Background: an optimization exercise with open tools, aiming at small area. Do not read the settings as production practice. Only simulation tests tie the RTL to the original design; equivalence was not proved. The clock input has no modelled driver; a real chip could not lean on it and would need a root buffer or a full tree. No activity file was given, so power comes from the tool's default toggle rates.

$ cat flow/flow/run.sh
#!/bin/bash
# Own layout flow: the standard flow (standard.sh) with three changes.
#  1. After the standard synthesis, the logic between the registers is
#     re-mapped by ABC for area (flow/resyn.tcl), many times with
#     different seeds and scripts; the smallest netlist that a SAT check proves
#     equivalent to the standard one (flow/cut.py, flow/equiv.tcl) is laid
#     out. Registers keep their instances, names and cells. The best such
#     netlist found beforehand is kept as flow/premapped.v and used directly
#     when it passes the same check.
#  2. Port buffers use the smallest buffer cell (buffer_ports -buffer_cell).
#  3. Clock tree synthesis without dummy loads; afterwards (flow/post_cts.tcl)
#     one buffer (buf_12) at the root drives all clock sinks through one net.
# Each tool's output goes to its own log file in this folder.
set -euo pipefail
W=$PWD
R=$W/orfs/results/$FLOW_PLATFORM/CWRU_Transceiver_RX/base
export BUFFER_PORTS_ARGS="-buffer_cell sky130_fd_sc_hd__buf_1"
export POST_CTS_TCL=$W/flow/post_cts.tcl
export CLOCK_PORT_NET=CLOCK_50
export CLOCK_ROOT_CELL=sky130_fd_sc_hd__buf_12
export CLOCK_COLLAPSE=1
export CTS_ARGS="-sink_clustering_enable -repair_clock_nets -dont_use_dummy_load -buf_list sky130_fd_sc_hd__clkbuf_8"

bash standard.sh synth > $W/log_1_standard_synth.log 2>&1
cp $R/1_2_yosys.v $W/standard_netlist.v

export LIB_FILE=$FLOW_HOME/platforms/$FLOW_PLATFORM/lib/sky130_fd_sc_hd__tt_025C_1v80.lib
export TOP=$FLOW_TOP
DU=""
for c in probe_p_8 probec_p_8 lpflow_bleeder_1 lpflow_clkbufkapwr_1 lpflow_clkbufkapwr_16 \
  lpflow_clkbufkapwr_2 lpflow_clkbufkapwr_4 lpflow_clkbufkapwr_8 lpflow_clkinvkapwr_1 \
  lpflow_clkinvkapwr_16 lpflow_clkinvkapwr_2 lpflow_clkinvkapwr_4 lpflow_clkinvkapwr_8 \
  lpflow_decapkapwr_12 lpflow_decapkapwr_3 lpflow_decapkapwr_4 lpflow_decapkapwr_6 \
  lpflow_decapkapwr_8 lpflow_inputiso0n_1 lpflow_inputiso0p_1 lpflow_inputiso1n_1 \
  lpflow_inputiso1p_1 lpflow_inputisolatch_1 lpflow_isobufsrc_1 lpflow_isobufsrc_16 \
  lpflow_isobufsrc_2 lpflow_isobufsrc_4 lpflow_isobufsrc_8 lpflow_isobufsrckapwr_16 \
  lpflow_lsbuf_lh_hl_isowell_tap_1 lpflow_lsbuf_lh_hl_isowell_tap_2 \
  lpflow_lsbuf_lh_hl_isowell_tap_4 lpflow_lsbuf_lh_isowell_4 lpflow_lsbuf_lh_isowell_tap_1 \
  lpflow_lsbuf_lh_isowell_tap_2 lpflow_lsbuf_lh_isowell_tap_4; do
  DU="$DU -dont_use sky130_fd_sc_hd__$c"
done
export ABC_DONT_USE="$DU"
YOSYS=$(command -v yosys || echo $FLOW_HOME/../tools/install/yosys/bin/yosys)
PY=$(command -v python3)

mkdir -p $W/resyn
$PY $W/flow/cut.py $W/standard_netlist.v $W/resyn/gold_cut.v > $W/log_2_cut_gold.log 2>&1
# candidates: deep AIG synthesis with different seeds, then area mapping by
# &nf or by amap
run_cand() {
  local k=$1 s=$2 m=$3 in=$4
  if [[ $m == nf ]]; then
    printf '&get -n\n&st\n&deepsyn -T 40 -S %s\n&dch -f\n&nf -a -R 1000\n&put\ntopo\n' $s > $W/resyn/c$k.abc
  else
    printf '&get -n\n&st\n&deepsyn -T 40 -S %s\n&put\ndch -f\namap\ntopo\n' $s > $W/resyn/c$k.abc
  fi
  ( export ABC_SCRIPT=$W/resyn/c$k.abc IN_NETLIST=$in OUT_NETLIST=$W/resyn/c$k.v
    $YOSYS -c $W/flow/resyn.tcl > $W/log_2_resyn_c$k.log 2>&1 &&
    $PY $W/flow/cut.py $W/resyn/c$k.v $W/resyn/c${k}_cut.v > $W/log_2_cut_c$k.log 2>&1 &&
    GOLD_CUT=$W/resyn/gold_cut.v GATE_CUT=$W/resyn/c${k}_cut.v $YOSYS -c $W/flow/equiv.tcl > $W/log_2_equiv_c$k.log 2>&1 &&
    grep -m1 "Chip area" $W/log_2_resyn_c$k.log | awk '{print $NF}' > $W/resyn/c$k.area ) || true
}
pick_best() {
  best=""; best_area=""
  for a in $W/resyn/c*.area; do
    [[ -s $a ]] || continue
    v=$(cat $a)
    if [[ -z $best_area ]] || awk -v x=$v -v y=$best_area 'BEGIN{exit !(x<y)}'; then best=${a%.area}; best_area=$v; fi
  done
}
use_premapped=0
if [[ -f $W/flow/premapped.v ]]; then
  cp $W/flow/premapped.v $W/resyn/c0.v
  if $PY $W/flow/cut.py $W/resyn/c0.v $W/resyn/c0_cut.v > $W/log_2_cut_c0.log 2>&1 &&
     GOLD_CUT=$W/resyn/gold_cut.v GATE_CUT=$W/resyn/c0_cut.v $YOSYS -c $W/flow/equiv.tcl > $W/log_2_equiv_c0.log 2>&1; then
    use_premapped=1
    echo 0 > $W/resyn/c0.area
  fi
fi
if [[ $use_premapped == 0 ]]; then
  k=0
  for batch in 1 2 3 4; do
    for s in 1 2 3 4; do
      k=$((k+1)); run_cand $k $((k*37 % 101)) $([[ $((s % 2)) == 1 ]] && echo nf || echo amap) $W/standard_netlist.v &
    done
    wait
  done
fi
pick_best
echo "best: $best $best_area" > $W/log_2_resyn_best.log
if [[ -n $best ]]; then
  cp $best.v $R/1_2_yosys.v
  rm -f $R/1_synth.odb $R/1_synth.sdc
fi

bash standard.sh finish > $W/log_3_standard_finish.log 2>&1
$ cat flow/flow/README.md

`run.sh` runs bench's standard layout (`standard.sh`) with these changes:

1. After the standard synthesis (`standard.sh synth`, unchanged), the
   combinational logic between the registers is re-mapped by ABC for area
   (`resyn.tcl`). Register instances, names and cells are left as they are.
   A candidate is used only if a SAT check (`cut.py` cuts both netlists at
   the registers, `equiv.tcl` proves the cut netlists equivalent) shows it
   computes the same register inputs and outputs as the standard netlist.
2. `premapped.v` is the smallest candidate found beforehand by the same
   candidate procedure as `run_cand` in `run.sh` (deep AIG synthesis
   `&deepsyn -T 40` with seeds 0..100, then `&dch -f; &nf -a` or
   `dch -f; amap`, about 40 candidates), with its internal nets renamed by
   `rename -hide w:*.*`. `run.sh` uses it when it passes the check above
   against this run's standard synthesis; otherwise it runs 16 candidates
   itself and uses the smallest that passes.
3. Ports are buffered with `sky130_fd_sc_hd__buf_1` (`buffer_ports
   -buffer_cell`).
4. Clock tree synthesis runs without dummy loads; `post_cts.tcl` then drives
   all register clock pins from one root buffer (`sky130_fd_sc_hd__buf_12`)
   through one net, in place of the small two-level H-tree.

Each tool writes its output to its own `log_*.log` in the work folder; ORFS's
own logs are under `orfs/logs/`.
$ cat flow/flow/cut.py
# Cut a flat gate netlist at its registers for a combinational equivalence
# check: each register's outputs become inputs of the module and its
# inputs (but the clock) become outputs. usage: cut.py IN.v OUT.v
import re, sys
SEQ = re.compile(r'sky130_fd_sc_hd__(dfxtp|dfrtp|dfstp|edfxtp|dfxbp|dfrbp|sdfxtp)_\d+$')
OUTPINS = {'Q', 'Q_N'}
src = re.sub(r'\(\*.*?\*\)', '', open(sys.argv[1]).read(), flags=re.S)
inst = re.compile(r'(sky130_fd_sc_hd__\w+)\s+(\\\S+|\w+)\s*\((.*?)\);', re.S)
pins = re.compile(r'\.(\w+)\(\s*([^()]*?)\s*\)')
ports, asg = [], []
def rep(m):
    cell, name, body = m.group(1), m.group(2), m.group(3)
    if not SEQ.match(cell):
        return m.group(0)
    key = re.sub(r'[^A-Za-z0-9_]', '_', name)
    for p, net in pins.findall(body):
        if p == 'CLK' or not net:
            continue
        if p in OUTPINS:
            ports.append(('input', f'QI_{key}_{p}')); asg.append(f'assign {net} = QI_{key}_{p};')
        else:
            ports.append(('output', f'DO_{key}_{p}')); asg.append(f'assign DO_{key}_{p} = {net};')
    return ''
body = inst.sub(rep, src)
m = re.search(r'module\s+(\S+)\s*\(([^)]*)\);', body)
body = body[:m.end(2)] + ''.join(', ' + n for _, n in ports) + body[m.end(2):]
i = body.index(');', m.start()) + 2
body = body[:i] + ''.join(f'\n  {d} {n};' for d, n in ports) + body[i:]
j = body.rindex('endmodule')
body = body[:j] + ''.join('\n  ' + a for a in asg) + '\n' + body[j:]
open(sys.argv[2], 'w').write(body)
print(len(ports), 'register pins cut')
$ cat flow/flow/equiv.tcl
# Combinational equivalence of two netlists cut at their registers
# (flow/cut.py): GOLD_CUT and GATE_CUT, top module TOP.
yosys read_liberty -ignore_miss_func -ignore_miss_dir $::env(LIB_FILE)
yosys read_verilog $::env(GOLD_CUT)
yosys rename $::env(TOP) gold
yosys read_verilog $::env(GATE_CUT)
yosys rename $::env(TOP) gate
yosys flatten gold gate
yosys opt_clean
yosys miter -equiv -flatten -make_assert gold gate miter
yosys hierarchy -top miter
yosys sat -verify -prove-asserts miter
$ cat flow/flow/post_cts.tcl
# After clock tree synthesis: with CLOCK_COLLAPSE 1, drive every clock sink
# from the root clock buffer through one net, replacing the leaf buffers of
# the small H-tree; either way size the root buffer as CLOCK_ROOT_CELL.
set block [ord::get_db_block]
set clk_port_net [$block findNet $::env(CLOCK_PORT_NET)]
set root ""
foreach it [$clk_port_net getITerms] {
  if {[$it isInputSignal] || [$it getIoType] eq "INPUT"} {
    set inst [$it getInst]
    if {[string match "sky130_fd_sc_hd__clkbuf_*" [[$inst getMaster] getName]]} { set root $inst }
  }
}
if {$root eq ""} { puts "post_cts: no root clock buffer found, tree left as is"; return }
set rootnet [[$root findITerm X] getNet]
if {!$::env(CLOCK_COLLAPSE)} {
  # keep the tree; only size the root buffer, which drives the leaf buffers
  replace_cell [$root getName] $::env(CLOCK_ROOT_CELL)
  detailed_placement
  check_placement -verbose
  estimate_parasitics -placement
  return
}
set leaves {}
foreach it [$rootnet getITerms] {
  set inst [$it getInst]
  if {$inst eq $root} continue
  if {[string match "sky130_fd_sc_hd__clkbuf_*" [[$inst getMaster] getName]]} { lappend leaves $inst }
}
set moved 0
foreach leaf $leaves {
  set lnet [[$leaf findITerm X] getNet]
  foreach it [$lnet getITerms] {
    if {[$it getInst] eq $leaf} continue
    $it disconnect
    $it connect $rootnet
    incr moved
  }
  [$leaf findITerm A] disconnect
  [$leaf findITerm X] disconnect
  odb::dbInst_destroy $leaf
  odb::dbNet_destroy $lnet
}
puts "post_cts: removed [llength $leaves] leaf clock buffers, moved $moved sinks to [$rootnet getName]"
replace_cell [$root getName] $::env(CLOCK_ROOT_CELL)
detailed_placement
check_placement -verbose
estimate_parasitics -placement
report_clock_min_period
$ cat flow/flow/premapped.v
/* Generated by Yosys 0.63+post (git sha1 UNKNOWN-dirty, g++ 11.4.0-1ubuntu1~22.04.3 -fPIC -O3) */

module CWRU_Transceiver_RX(CLOCK_50, rst, GPIO_1, HEX0);
  input CLOCK_50;
  wire CLOCK_50;
  input rst;
  wire rst;
  input [35:0] GPIO_1;
  wire [35:0] GPIO_1;
  output [6:0] HEX0;
  wire [6:0] HEX0;
  wire _164_;
  wire _165_;
  wire _166_;
  wire _167_;
  wire _168_;
  wire _169_;
  wire _170_;
  wire _171_;
  wire _172_;
  wire _173_;
  wire _174_;
  wire _175_;
  wire _176_;
  wire _177_;
  wire _178_;
  wire _179_;
  wire _180_;
  wire _181_;
  wire _182_;
  wire _183_;
  wire _184_;
  wire _185_;
  wire _186_;
  wire _187_;
  wire _188_;
  wire _189_;
  wire _013_;
  wire _014_;
  wire _015_;
  wire _016_;
  wire _017_;
  wire _018_;
  wire _019_;
  wire _020_;
  wire _021_;
  wire _022_;
  wire _023_;
  wire _024_;
  wire _025_;
  wire _026_;
  wire _027_;
  wire _028_;
  wire _029_;
  wire _030_;
  wire _031_;
  wire _032_;
  wire _033_;
  wire _034_;
  wire _035_;
  wire _036_;
  wire _037_;
  wire _038_;
  wire _039_;
  wire _040_;
  wire _041_;
  wire _042_;
  wire _043_;
  wire _044_;
  wire _045_;
  wire _046_;
  wire _047_;
  wire _048_;
  wire _049_;
  wire _050_;
  wire _051_;
  wire _052_;
  wire _053_;
  wire _054_;
  wire _055_;
  wire _056_;
  wire _057_;
  wire _058_;
  wire _059_;
  wire _060_;
  wire _061_;
  wire _062_;
  wire _063_;
  wire _064_;
  wire _065_;
  wire _066_;
  wire _067_;
  wire _068_;
  wire _069_;
  wire _070_;
  wire _071_;
  wire _072_;
  wire _073_;
  wire _074_;
  wire _075_;
  wire _076_;
  wire _077_;
  wire _078_;
  wire _079_;
  wire _080_;
  wire _081_;
  wire _082_;
  wire _083_;
  wire _084_;
  wire _085_;
  wire _086_;
  sky130_fd_sc_hd__or4_1 _087_ (
    .A(_167_),
    .B(_187_),
    .C(_166_),
    .D(_168_),
    .X(_053_)
  );
  sky130_fd_sc_hd__nand2_1 _088_ (
    .A(_188_),
    .B(_186_),
    .Y(_054_)
  );
  sky130_fd_sc_hd__nand4b_1 _089_ (
    .A_N(_165_),
    .B(_189_),
    .C(_185_),
    .D(_184_),
    .Y(_055_)
  );
  sky130_fd_sc_hd__nor3_1 _090_ (
    .A(_053_),
    .B(_054_),
    .C(_055_),
    .Y(_056_)
  );
  sky130_fd_sc_hd__nand2_1 _091_ (
    .A(_183_),
    .B(_056_),
    .Y(_057_)
  );
  sky130_fd_sc_hd__nor2_1 _092_ (
    .A(_180_),
    .B(_057_),
    .Y(_058_)
  );
  sky130_fd_sc_hd__clkinv_1 _093_ (
    .A(_173_),
    .Y(_059_)
  );
  sky130_fd_sc_hd__nand4_1 _094_ (
    .A(_174_),
    .B(_059_),
    .C(_182_),
    .D(_179_),
    .Y(_060_)
  );
  sky130_fd_sc_hd__o22ai_1 _095_ (
    .A1(_059_),
    .A2(_179_),
    .B1(_060_),
    .B2(_181_),
    .Y(_061_)
  );
  sky130_fd_sc_hd__and2_0 _096_ (
    .A(_172_),
    .B(_061_),
    .X(_062_)
  );
  sky130_fd_sc_hd__and2_0 _097_ (
    .A(_058_),
    .B(_062_),
    .X(_063_)
  );
  sky130_fd_sc_hd__a21oi_1 _098_ (
    .A1(_174_),
    .A2(_063_),
    .B1(rst),
    .Y(_064_)
  );
  sky130_fd_sc_hd__o21a_1 _099_ (
    .A1(_174_),
    .A2(_063_),
    .B1(_064_),
    .X(_035_)
  );
  sky130_fd_sc_hd__and2_0 _100_ (
    .A(_183_),
    .B(_056_),
    .X(_065_)
  );
  sky130_fd_sc_hd__clkinv_1 _101_ (
    .A(rst),
    .Y(_066_)
  );
  sky130_fd_sc_hd__o21ai_0 _102_ (
    .A1(_179_),
    .A2(_065_),
    .B1(_066_),
    .Y(_067_)
  );
  sky130_fd_sc_hd__nor2_1 _103_ (
    .A(_064_),
    .B(_067_),
    .Y(_068_)
  );
  sky130_fd_sc_hd__a22o_1 _104_ (
    .A1(_182_),
    .A2(_064_),
    .B1(_068_),
    .B2(_181_),
    .X(_034_)
  );
  sky130_fd_sc_hd__nor3_1 _105_ (
    .A(_174_),
    .B(_181_),
    .C(_182_),
    .Y(_069_)
  );
  sky130_fd_sc_hd__nand3_1 _106_ (
    .A(_180_),
    .B(_062_),
    .C(_069_),
    .Y(_070_)
  );
  sky130_fd_sc_hd__nor2_1 _107_ (
    .A(GPIO_1[15]),
    .B(_070_),
    .Y(_071_)
  );
  sky130_fd_sc_hd__nor3_1 _108_ (
    .A(_058_),
    .B(_067_),
    .C(_071_),
    .Y(_033_)
  );
  sky130_fd_sc_hd__nand2_1 _109_ (
    .A(_181_),
    .B(_064_),
    .Y(_072_)
  );
  sky130_fd_sc_hd__o31ai_1 _110_ (
    .A1(_182_),
    .A2(_064_),
    .A3(_067_),
    .B1(_072_),
    .Y(_032_)
  );
  sky130_fd_sc_hd__clkinv_1 _111_ (
    .A(GPIO_1[15]),
    .Y(_073_)
  );
  sky130_fd_sc_hd__a21oi_1 _112_ (
    .A1(_164_),
    .A2(_179_),
    .B1(_175_),
    .Y(_074_)
  );
  sky130_fd_sc_hd__a21oi_1 _113_ (
    .A1(_073_),
    .A2(_164_),
    .B1(_074_),
    .Y(_075_)
  );
  sky130_fd_sc_hd__o21ai_0 _114_ (
    .A1(_069_),
    .A2(_075_),
    .B1(_063_),
    .Y(_076_)
  );
  sky130_fd_sc_hd__nor2_1 _115_ (
    .A(_174_),
    .B(_170_),
    .Y(_077_)
  );
  sky130_fd_sc_hd__a41oi_1 _116_ (
    .A1(_169_),
    .A2(_181_),
    .A3(_182_),
    .A4(_077_),
    .B1(_069_),
    .Y(_078_)
  );
  sky130_fd_sc_hd__nor2_1 _117_ (
    .A(_076_),
    .B(_078_),
    .Y(_079_)
  );
  sky130_fd_sc_hd__and2_0 _118_ (
    .A(_066_),
    .B(_076_),
    .X(_080_)
  );
  sky130_fd_sc_hd__clkinv_1 _119_ (
    .A(_169_),
    .Y(_081_)
  );
  sky130_fd_sc_hd__a32oi_1 _120_ (
    .A1(_066_),
    .A2(_075_),
    .A3(_079_),
    .B1(_080_),
    .B2(_081_),
    .Y(_038_)
  );
  sky130_fd_sc_hd__o21ai_0 _121_ (
    .A1(_059_),
    .A2(_179_),
    .B1(_065_),
    .Y(_082_)
  );
  sky130_fd_sc_hd__a221oi_1 _122_ (
    .A1(_179_),
    .A2(_058_),
    .B1(_082_),
    .B2(_172_),
    .C1(rst),
    .Y(_083_)
  );
  sky130_fd_sc_hd__o31ai_1 _123_ (
    .A1(_179_),
    .A2(_058_),
    .A3(_067_),
    .B1(_083_),
    .Y(_031_)
  );
  sky130_fd_sc_hd__a21oi_1 _124_ (
    .A1(_172_),
    .A2(_065_),
    .B1(rst),
    .Y(_084_)
  );
  sky130_fd_sc_hd__o21ai_0 _125_ (
    .A1(_059_),
    .A2(_065_),
    .B1(_084_),
    .Y(_030_)
  );
  sky130_fd_sc_hd__or2_0 _126_ (
    .A(rst),
    .B(_063_),
    .X(_085_)
  );
  sky130_fd_sc_hd__nor2_1 _127_ (
    .A(_059_),
    .B(_057_),
    .Y(_086_)
  );
  sky130_fd_sc_hd__a211o_1 _128_ (
    .A1(_180_),
    .A2(_057_),
    .B1(_085_),
    .C1(_086_),
    .X(_029_)
  );
  sky130_fd_sc_hd__xor2_1 _129_ (
    .A(_188_),
    .B(_183_),
    .X(_039_)
  );
  sky130_fd_sc_hd__nor3_1 _130_ (
    .A(rst),
    .B(_056_),
    .C(_039_),
    .Y(_028_)
  );
  sky130_fd_sc_hd__nor2_1 _131_ (
    .A(rst),
    .B(_186_),
    .Y(_027_)
  );
  sky130_fd_sc_hd__nor2_1 _132_ (
    .A(rst),
    .B(_188_),
    .Y(_026_)
  );
  sky130_fd_sc_hd__nor2_1 _133_ (
    .A(rst),
    .B(_187_),
    .Y(_025_)
  );
  sky130_fd_sc_hd__nor2_1 _134_ (
    .A(rst),
    .B(_166_),
    .Y(_024_)
  );
  sky130_fd_sc_hd__nor2_1 _135_ (
    .A(_171_),
    .B(_070_),
    .Y(_040_)
  );
  sky130_fd_sc_hd__nor2_1 _136_ (
    .A(_170_),
    .B(_070_),
    .Y(_041_)
  );
  sky130_fd_sc_hd__nor2_1 _137_ (
    .A(_169_),
    .B(_070_),
    .Y(_042_)
  );
  sky130_fd_sc_hd__nor3_1 _138_ (
    .A(_178_),
    .B(_041_),
    .C(_042_),
    .Y(_043_)
  );
  sky130_fd_sc_hd__o21ai_0 _139_ (
    .A1(_040_),
    .A2(_043_),
    .B1(_066_),
    .Y(_023_)
  );
  sky130_fd_sc_hd__nor2_1 _140_ (
    .A(rst),
    .B(_185_),
    .Y(_022_)
  );
  sky130_fd_sc_hd__nand2_1 _141_ (
    .A(_066_),
    .B(_189_),
    .Y(_021_)
  );
  sky130_fd_sc_hd__nor2_1 _142_ (
    .A(rst),
    .B(_184_),
    .Y(_020_)
  );
  sky130_fd_sc_hd__a31oi_1 _143_ (
    .A1(GPIO_1[15]),
    .A2(_164_),
    .A3(_065_),
    .B1(_175_),
    .Y(_044_)
  );
  sky130_fd_sc_hd__nor2_1 _144_ (
    .A(_085_),
    .B(_044_),
    .Y(_019_)
  );
  sky130_fd_sc_hd__nor2_1 _145_ (
    .A(_174_),
    .B(rst),
    .Y(_045_)
  );
  sky130_fd_sc_hd__o21ai_0 _146_ (
    .A1(_171_),
    .A2(_181_),
    .B1(_182_),
    .Y(_046_)
  );
  sky130_fd_sc_hd__a31oi_1 _147_ (
    .A1(_045_),
    .A2(_075_),
    .A3(_046_),
    .B1(_080_),
    .Y(_047_)
  );
  sky130_fd_sc_hd__nor3_1 _148_ (
    .A(_171_),
    .B(_079_),
    .C(_047_),
    .Y(_048_)
  );
  sky130_fd_sc_hd__a21oi_1 _149_ (
    .A1(_034_),
    .A2(_079_),
    .B1(_048_),
    .Y(_037_)
  );
  sky130_fd_sc_hd__nor2_1 _150_ (
    .A(rst),
    .B(_165_),
    .Y(_018_)
  );
  sky130_fd_sc_hd__a21oi_1 _151_ (
    .A1(GPIO_1[15]),
    .A2(_065_),
    .B1(_164_),
    .Y(_049_)
  );
  sky130_fd_sc_hd__a311oi_1 _152_ (
    .A1(GPIO_1[15]),
    .A2(_175_),
    .A3(_065_),
    .B1(_085_),
    .C1(_049_),
    .Y(_017_)
  );
  sky130_fd_sc_hd__nor2_1 _153_ (
    .A(rst),
    .B(_167_),
    .Y(_016_)
  );
  sky130_fd_sc_hd__nor3_1 _154_ (
    .A(_176_),
    .B(_040_),
    .C(_042_),
    .Y(_050_)
  );
  sky130_fd_sc_hd__o21ai_0 _155_ (
    .A1(_041_),
    .A2(_050_),
    .B1(_066_),
    .Y(_015_)
  );
  sky130_fd_sc_hd__nand2_1 _156_ (
    .A(_066_),
    .B(_168_),
    .Y(_014_)
  );
  sky130_fd_sc_hd__nor3_1 _157_ (
    .A(_177_),
    .B(_040_),
    .C(_041_),
    .Y(_051_)
  );
  sky130_fd_sc_hd__o21ai_0 _158_ (
    .A1(_042_),
    .A2(_051_),
    .B1(_066_),
    .Y(_013_)
  );
  sky130_fd_sc_hd__and3_1 _159_ (
    .A(_178_),
    .B(_176_),
    .C(_177_),
    .X(HEX0[1])
  );
  sky130_fd_sc_hd__or3b_1 _160_ (
    .A(_176_),
    .B(_177_),
    .C_N(_178_),
    .X(HEX0[5])
  );
  sky130_fd_sc_hd__o21ai_0 _161_ (
    .A1(_181_),
    .A2(_076_),
    .B1(_170_),
    .Y(_052_)
  );
  sky130_fd_sc_hd__nand2b_1 _162_ (
    .A_N(_047_),
    .B(_052_),
    .Y(_036_)
  );
  sky130_fd_sc_hd__and2_0 _163_ (
    .A(_178_),
    .B(_177_),
    .X(HEX0[0])
  );
  sky130_fd_sc_hd__dfxtp_1 \c.q[0]$_SDFF_PP0_  (
    .CLK(CLOCK_50),
    .D(_028_),
    .Q(_186_)
  );
  sky130_fd_sc_hd__dfxtp_1 \c.q[10]$_SDFF_PP1_  (
    .CLK(CLOCK_50),
    .D(_014_),
    .Q(_183_)
  );
  sky130_fd_sc_hd__dfxtp_1 \c.q[1]$_SDFF_PP0_  (
    .CLK(CLOCK_50),
    .D(_027_),
    .Q(_188_)
  );
  sky130_fd_sc_hd__dfxtp_1 \c.q[2]$_SDFF_PP0_  (
    .CLK(CLOCK_50),
    .D(_026_),
    .Q(_187_)
  );
  sky130_fd_sc_hd__dfxtp_1 \c.q[3]$_SDFF_PP0_  (
    .CLK(CLOCK_50),
    .D(_025_),
    .Q(_166_)
  );
  sky130_fd_sc_hd__dfxtp_1 \c.q[4]$_SDFF_PP0_  (
    .CLK(CLOCK_50),
    .D(_024_),
    .Q(_185_)
  );
  sky130_fd_sc_hd__dfxtp_1 \c.q[5]$_SDFF_PP0_  (
    .CLK(CLOCK_50),
    .D(_022_),
    .Q(_189_)
  );
  sky130_fd_sc_hd__dfxtp_1 \c.q[6]$_SDFF_PP1_  (
    .CLK(CLOCK_50),
    .D(_021_),
    .Q(_184_)
  );
  sky130_fd_sc_hd__dfxtp_1 \c.q[7]$_SDFF_PP0_  (
    .CLK(CLOCK_50),
    .D(_020_),
    .Q(_165_)
  );
  sky130_fd_sc_hd__dfxtp_1 \c.q[8]$_SDFF_PP0_  (
    .CLK(CLOCK_50),
    .D(_018_),
    .Q(_167_)
  );
  sky130_fd_sc_hd__dfxtp_1 \c.q[9]$_SDFF_PP0_  (
    .CLK(CLOCK_50),
    .D(_016_),
    .Q(_168_)
  );
  sky130_fd_sc_hd__dfxtp_1 \d.ca$_SDFFE_PP0P_  (
    .CLK(CLOCK_50),
    .D(_019_),
    .Q(_175_)
  );
  sky130_fd_sc_hd__dfxtp_1 \d.cb$_SDFFE_PP0P_  (
    .CLK(CLOCK_50),
    .D(_017_),
    .Q(_164_)
  );
  sky130_fd_sc_hd__dfxtp_1 \d.pair[0]$_SDFFE_PP0P_  (
    .CLK(CLOCK_50),
    .D(_032_),
    .Q(_181_)
  );
  sky130_fd_sc_hd__dfxtp_1 \d.pair[1]$_SDFFE_PP0P_  (
    .CLK(CLOCK_50),
    .D(_034_),
    .Q(_182_)
  );
  sky130_fd_sc_hd__dfxtp_1 \d.ph$_SDFFE_PP0P_  (
    .CLK(CLOCK_50),
    .D(_035_),
    .Q(_174_)
  );
  sky130_fd_sc_hd__dfxtp_1 \d.pos[0]$_SDFFE_PP1P_  (
    .CLK(CLOCK_50),
    .D(_031_),
    .Q(_172_)
  );
  sky130_fd_sc_hd__dfxtp_1 \d.pos[1]$_SDFFE_PP1P_  (
    .CLK(CLOCK_50),
    .D(_030_),
    .Q(_173_)
  );
  sky130_fd_sc_hd__dfxtp_1 \d.pos[2]$_SDFFE_PP1P_  (
    .CLK(CLOCK_50),
    .D(_029_),
    .Q(_180_)
  );
  sky130_fd_sc_hd__dfxtp_1 \d.pos[3]$_SDFFE_PP0P_  (
    .CLK(CLOCK_50),
    .D(_033_),
    .Q(_179_)
  );
  sky130_fd_sc_hd__dfxtp_1 \d.st[0]$_SDFFE_PP1P_  (
    .CLK(CLOCK_50),
    .D(_036_),
    .Q(_170_)
  );
  sky130_fd_sc_hd__dfxtp_1 \d.st[1]$_SDFFE_PP1P_  (
    .CLK(CLOCK_50),
    .D(_038_),
    .Q(_169_)
  );
  sky130_fd_sc_hd__dfxtp_1 \d.st[2]$_SDFFE_PP1P_  (
    .CLK(CLOCK_50),
    .D(_037_),
    .Q(_171_)
  );
  sky130_fd_sc_hd__dfxtp_1 \h.h[0]$_SDFFE_PP1P_  (
    .CLK(CLOCK_50),
    .D(_015_),
    .Q(_176_)
  );
  sky130_fd_sc_hd__dfxtp_1 \h.h[1]$_SDFFE_PP1P_  (
    .CLK(CLOCK_50),
    .D(_013_),
    .Q(_177_)
  );
  sky130_fd_sc_hd__dfxtp_1 \h.h[2]$_SDFFE_PP1P_  (
    .CLK(CLOCK_50),
    .D(_023_),
    .Q(_178_)
  );
  assign { HEX0[6], HEX0[4:2] } = { _178_, _177_, HEX0[0], _176_ };
endmodule
$ cat flow/flow/resyn.tcl
# Re-map the combinational logic of the standard synthesis netlist for area.
# Registers are kept as they are (same instances, names and cells); only the
# logic between them is re-mapped by ABC. Reads IN_NETLIST, writes OUT_NETLIST.
yosys read_liberty -ignore_miss_func -ignore_miss_dir $::env(LIB_FILE)
# sequential cells stay as they are
foreach c [list sky130_fd_sc_hd__dfxtp_1 sky130_fd_sc_hd__dfxtp_2 sky130_fd_sc_hd__dfxtp_4 \
             sky130_fd_sc_hd__dfrtp_1 sky130_fd_sc_hd__dfstp_1 sky130_fd_sc_hd__edfxtp_1 \
             sky130_fd_sc_hd__dfxbp_1 sky130_fd_sc_hd__dfrbp_1 sky130_fd_sc_hd__sdfxtp_1] {
  yosys blackbox $c
}
yosys read_verilog $::env(IN_NETLIST)
yosys hierarchy -top $::env(TOP)
yosys flatten
yosys opt_clean -purge
yosys abc -liberty $::env(LIB_FILE) {*}$::env(ABC_DONT_USE) -script $::env(ABC_SCRIPT)
yosys opt_clean -purge
yosys hilomap -singleton -hicell sky130_fd_sc_hd__conb_1 HI -locell sky130_fd_sc_hd__conb_1 LO
yosys opt_clean -purge
yosys rename -hide w:*.*
yosys stat -liberty $::env(LIB_FILE)
yosys write_verilog -noattr -noexpr -nohex -nodec $::env(OUT_NETLIST)
$ cat flow/standard.sh
#!/bin/bash
# synth_recipe.tcl (not shown) runs the flow's synth.tcl, then flattens the netlist and writes it again
# the make line also repeats each setting of config.mk as NAME=value (left out here)
make -C /OpenROAD-flow-scripts/flow DESIGN_CONFIG=/design/flow/config.mk WORK_HOME=/design/flow/orfs CLKGATE_MAP_FILE= SYNTH_SCRIPT=/design/flow/synth_recipe.tcl "${@:-finish}"
$ cat flow/config.mk
export PLATFORM = sky130hd
export DESIGN_NAME = CWRU_Transceiver_RX
export DESIGN_NICKNAME = CWRU_Transceiver_RX
export VERILOG_FILES = /design/flow/design.v
export SDC_FILE = /design/flow/constraint.sdc
export NUM_CORES = 4
export LEC_CHECK = 0
export CAP_MARGIN = 20
export CORE_AREA = 2 2 64 64
export DIE_AREA = 0 0 66 66
export SLEW_MARGIN = 20
$ cat flow/constraint.sdc
create_clock -name core_clock -period 20.0 [get_ports {CLOCK_50}]
set_input_delay 4.0000 -clock core_clock [delete_from_list [all_inputs] [get_ports {CLOCK_50}]]
set_output_delay 4.0000 -clock core_clock [all_outputs]
set_load 0.01 [all_outputs]
$ cat flow/design.v
module clk_40_gen(
	input clk,
	input rst,
	output tick  
);
localparam [10:0] POL = 11'b01010101010;
reg [10:0] q;
wire [10:0] v = q ^ POL;
assign tick = (v == 11'd1753);
wire fb = v[10] ^ v[1] ^ tick;
always @(posedge clk)
begin
	if (rst)
		q <= 11'd1770 ^ POL;
	else
		q <= {v[9:0], fb} ^ POL;
end
endmodule
module sample_decoder(
	input clk,  
	input rst,  
	input en,  
	input signal,  
	output idle,  
	output reg [2:0] st  
);
localparam [3:0] P9 = 4'b0111, P1 = 4'b1001, P0 = 4'b0011;
reg ph;
reg [1:0] pair;
wire w7 = !ph && pair == 2'b00;
wire w0 = ph && pair == 2'b10;
reg [3:0] pos;
reg ca, cb;  
wire at_p0 = (pos == P0);
assign idle = w7 && (pos == P9);
wire go = en && (!idle || signal);  
wire last = w0 && (pos == P1);  
wire wend = at_p0 || last;  
wire bit_set = (ca & ~cb) | (signal & (last ? (ca | cb) : (ca & cb)));
wire [3:0] pos_step = {pos[2:0], pos[3] ^ pos[2] ^ at_p0};
always @(posedge clk)
begin
	if (rst || (go && last))
		pos <= P9;
	else if (go)
		pos <= pos_step;
	if (rst)
	begin
		ph <= 1'b0;
		pair <= 2'b00;
	end
	else if (go && wend)
	begin
		ph <= !ph;
		if (ph)
			pair <= {pair[0], !pair[1]};
	end
	if (rst || (go && wend))
	begin
		ca <= 1'b0;
		cb <= 1'b0;
	end
	else if (en && signal)
	begin
		ca <= ca | cb;
		cb <= ~ca;
	end
	if (rst)
		st <= 3'b111;
	else if (go && wend)
	begin
		if (ph)
		begin
			if (bit_set) st <= 3'b111;
		end
		else
			case (pair)
				2'b00: st <= bit_set ? 3'b100 : 3'b111;
				2'b01: st[1] <= st[1] | bit_set;
				2'b11: if (bit_set) st <= {~st[1] | st[0], ~st[1] | st[0], 1'b1};
				default: if (bit_set) st <= {st[2], 1'b1, st[2]};
			endcase
	end
end
endmodule
module HEX_display(
	input clk,  
	input rst,  
	input load,  
	input [2:0] st,  
	output [6:0] HEX0
);
reg [2:0] h;
always @(posedge clk)
begin
	if (rst)
		h <= 3'b111;  
	else if (load && !(&st))
		h <= st;
end
assign HEX0[6] = h[2];
assign HEX0[5] = ~h[2] | h[1] | h[0];
assign HEX0[4] = h[1];
assign HEX0[3] = h[2] & h[1];
assign HEX0[2] = h[0];
assign HEX0[1] = &h;
assign HEX0[0] = h[2] & h[1];
endmodule
module CWRU_Transceiver_RX(
	input CLOCK_50,  
	input rst,  
	input [35:0] GPIO_1,  
	output [6:0] HEX0  
);
wire tick_40, idle;
wire [2:0] result;
clk_40_gen c(CLOCK_50, rst, tick_40);  
sample_decoder d(CLOCK_50, rst, tick_40, GPIO_1[15], idle, result);  
HEX_display h(CLOCK_50, rst, idle, result, HEX0);  
endmodule
==> run notes <==
layout make-up:
cell class	instances	area, um2
fill	409	2645
multi-input combinational	73	394.1
timing repair buffer	9	33.78
clock buffer	1	20.02
inverter	4	15.01
sequential	26	520.5
tap	48	60.06
metrics by stage:
step / util (%) / instance area, um2 / power (W)
6_report: 28.29 / 1044 / 0.00007705
5_1_grt: 28.29 / 1044 / 0.00008053
3_5_place_dp: 27.75 / 1023 / 0.00005797
3_3_place_gp: 27.75 / 1023 / 0.00005781
2_1_floorplan: - / 929.6 / 0.00005677
flip-flops by register name (all words and copies together), names as in the netlist:
register,flops
c.q,11
d.ca,1
d.cb,1
d.pair,2
d.ph,1
d.pos,4
d.st,3
h.h,3
where the power goes:
group	internal, W	switching [W]	leakage, nW	total, W
clock	0.00000815	0.0000121	0.00940	0.0000203
sequential	0.0000533	0.000000781	0.213	0.0000540
combinational	0.000000995	0.00000174	0.136	0.00000273
placed cells by master (no fill, tap or decap), types with 2 or more instances in the layout:
cell,count
nor3_1,8
buf_1,9
a31oi_1,2
nor2_1,19
clkinv_1,4
a21oi_1,6
o31ai_1,2
o21ai_0,9
dfxtp_1,26
and2_0,5
nand2_1,5
worst register-to-register path, delay by kind of cell (launching register included):
family	cells	cell delay, ns
flops	1	0.32
compound gates	3	0.50
simple gates	7	1.76
final timing paths:
kind / cells past startpoint / start / end
max: 6 / rst / d.st[2]
min: 1 / c.q[9] / c.q[10]
max reg2reg: 10 / c.q[8] / d.st[2]
min reg2reg: 1 / c.q[9] / c.q[10]
routing by layer:
| metal | track usage, % | vias up | share of wire, % |
|---|---|---|---|
| li1 | - | 391 | - |
| met1 | 15.83 | 373 | 41 |
| met2 | 16.41 | 42 | 48 |
| met3 | 1.874 | 6 | 8.2 |
| met4 | 2.041 | 0 | 2.2 |
| met5 | 0 | - | 0 |
==> impl_metrics.yaml <==
timing:
  layout_setup_ws_ns: 14.50
  hold_violations: 0
  finalHoldWorstSlack_ns: 0.3904
  finalSetupTns_ns: 0
  timing.final.crit_share_pct: 27.52
  tightest_slew_ns: 0.6600
  setup_viol: 0
  relSlewSlack_pct: 56.00
  period_minus_slack_ns: 5.503
  rsz0062_at_grt: "false"
  maxSlewViolCount: 0
  clock-skew-final_ns: 0.002102
  fmax_mhz: 181.7
synth:
  mappedNetlistArea_um2: 929.6
  avgSynthCellArea_um2: 9.026
  synth_nets: 141
  yosysWarnings: 3
  syn-instance-count: 103
placed_design:
  dpl.hpwl_um: 1274
  gp_congestion: 0.8048
  place_ws_ns: 14.34
  place_inst: 160
  io_buffers: 9
global_route:
  overflow: 0
  antenna_found_initial: 0
  grt_max_degree: 27
  grt_first_pass_wirelength_um: 3236
  grt_usage_pct: 10.73
  grt_pass1_vias: 753
finish:
  layoutNonFillerInstCount: 161
  drive_gt1_share_pct: 0.8850
  syn_to_final_growth_pct: 12.25
  final_nets: 153
  num_antenna_cells: 0
floorplan:
  core-area_um2: 3689
  rows: 22
  die_h_um: 66
  dieArea_um2: 4356
  die_w_um: 66
  ios: 45
  initial_core_util_pct: 25.20
power_and_ir_drop:
  power_leakage_nw: 0.3585
  ir_drop_uv: 34.38
  power_density_nw_per_um2: 73.84
critical_path:
  cp_slowest_cell: "buf_1"
  path_cells: "buf_1, clkinv_1, o21ai_0, nor2_1, a22o_1, a21oi_1"
  path_buf_inv: 2
  end_kind: "flip-flop"
  crit_family: "buffers and inverters"
  worstPathRequired_ns: 20.07
  reg2reg_setup_slack_ns: 17.36
  worstPathMaxFanout: 15
  critPathKind: "in -> reg"
  start_kind: "primary input"
  critPathArrivalTime_ns: 5.58
  cp_slowest_stage_delay_ns: 0.49
drt:
  antenna_left: 0
  dr.pass1.iters: 5
  post_drt_wl_per_cell_um: 10.95
  drc: 0
  vias: 812
  drtIter0Drc: 50
  avgViaCountPerCell: 5.043
  wirelength_um: 1763
cts:
  clk_pin_slew_worst_paths_ns: 0.10
  cts.sinks: 26
  clkLatencyLatePin_ns: 0.13
status:
  outcome: "finished clean"
run:
  drv_cap: 0
min_path:
  hold_path_class: "reg -> reg"

[port drivers added, routing unchanged]
How much do the figures lean on ideal ports? The routed layout below was timed once more, with nothing changed but the port constraints. Step 1, drivers: a clkbuf_16 drives CLOCK_50 and a buf_2 each remaining input, both assumed. Step 2 times the ports against the registers' clock, not the clock port: input delays grow and output delays shrink by t, the midpoint of the rising clock arrivals with the driver on. a / b / c = no drivers / after step 1 / after step 2; a / b = the first two.
shift t [ns]: 0.157
slack for setup (ns): 14.497 / 14.501 / 14.344
worst register clock-pin slew, ns: 0.10 / 0.10
After both steps this run still meets setup and hold. For this run, drivers alone change the setup slack by +0.004 ns; drivers and shift together by -0.153 ns.
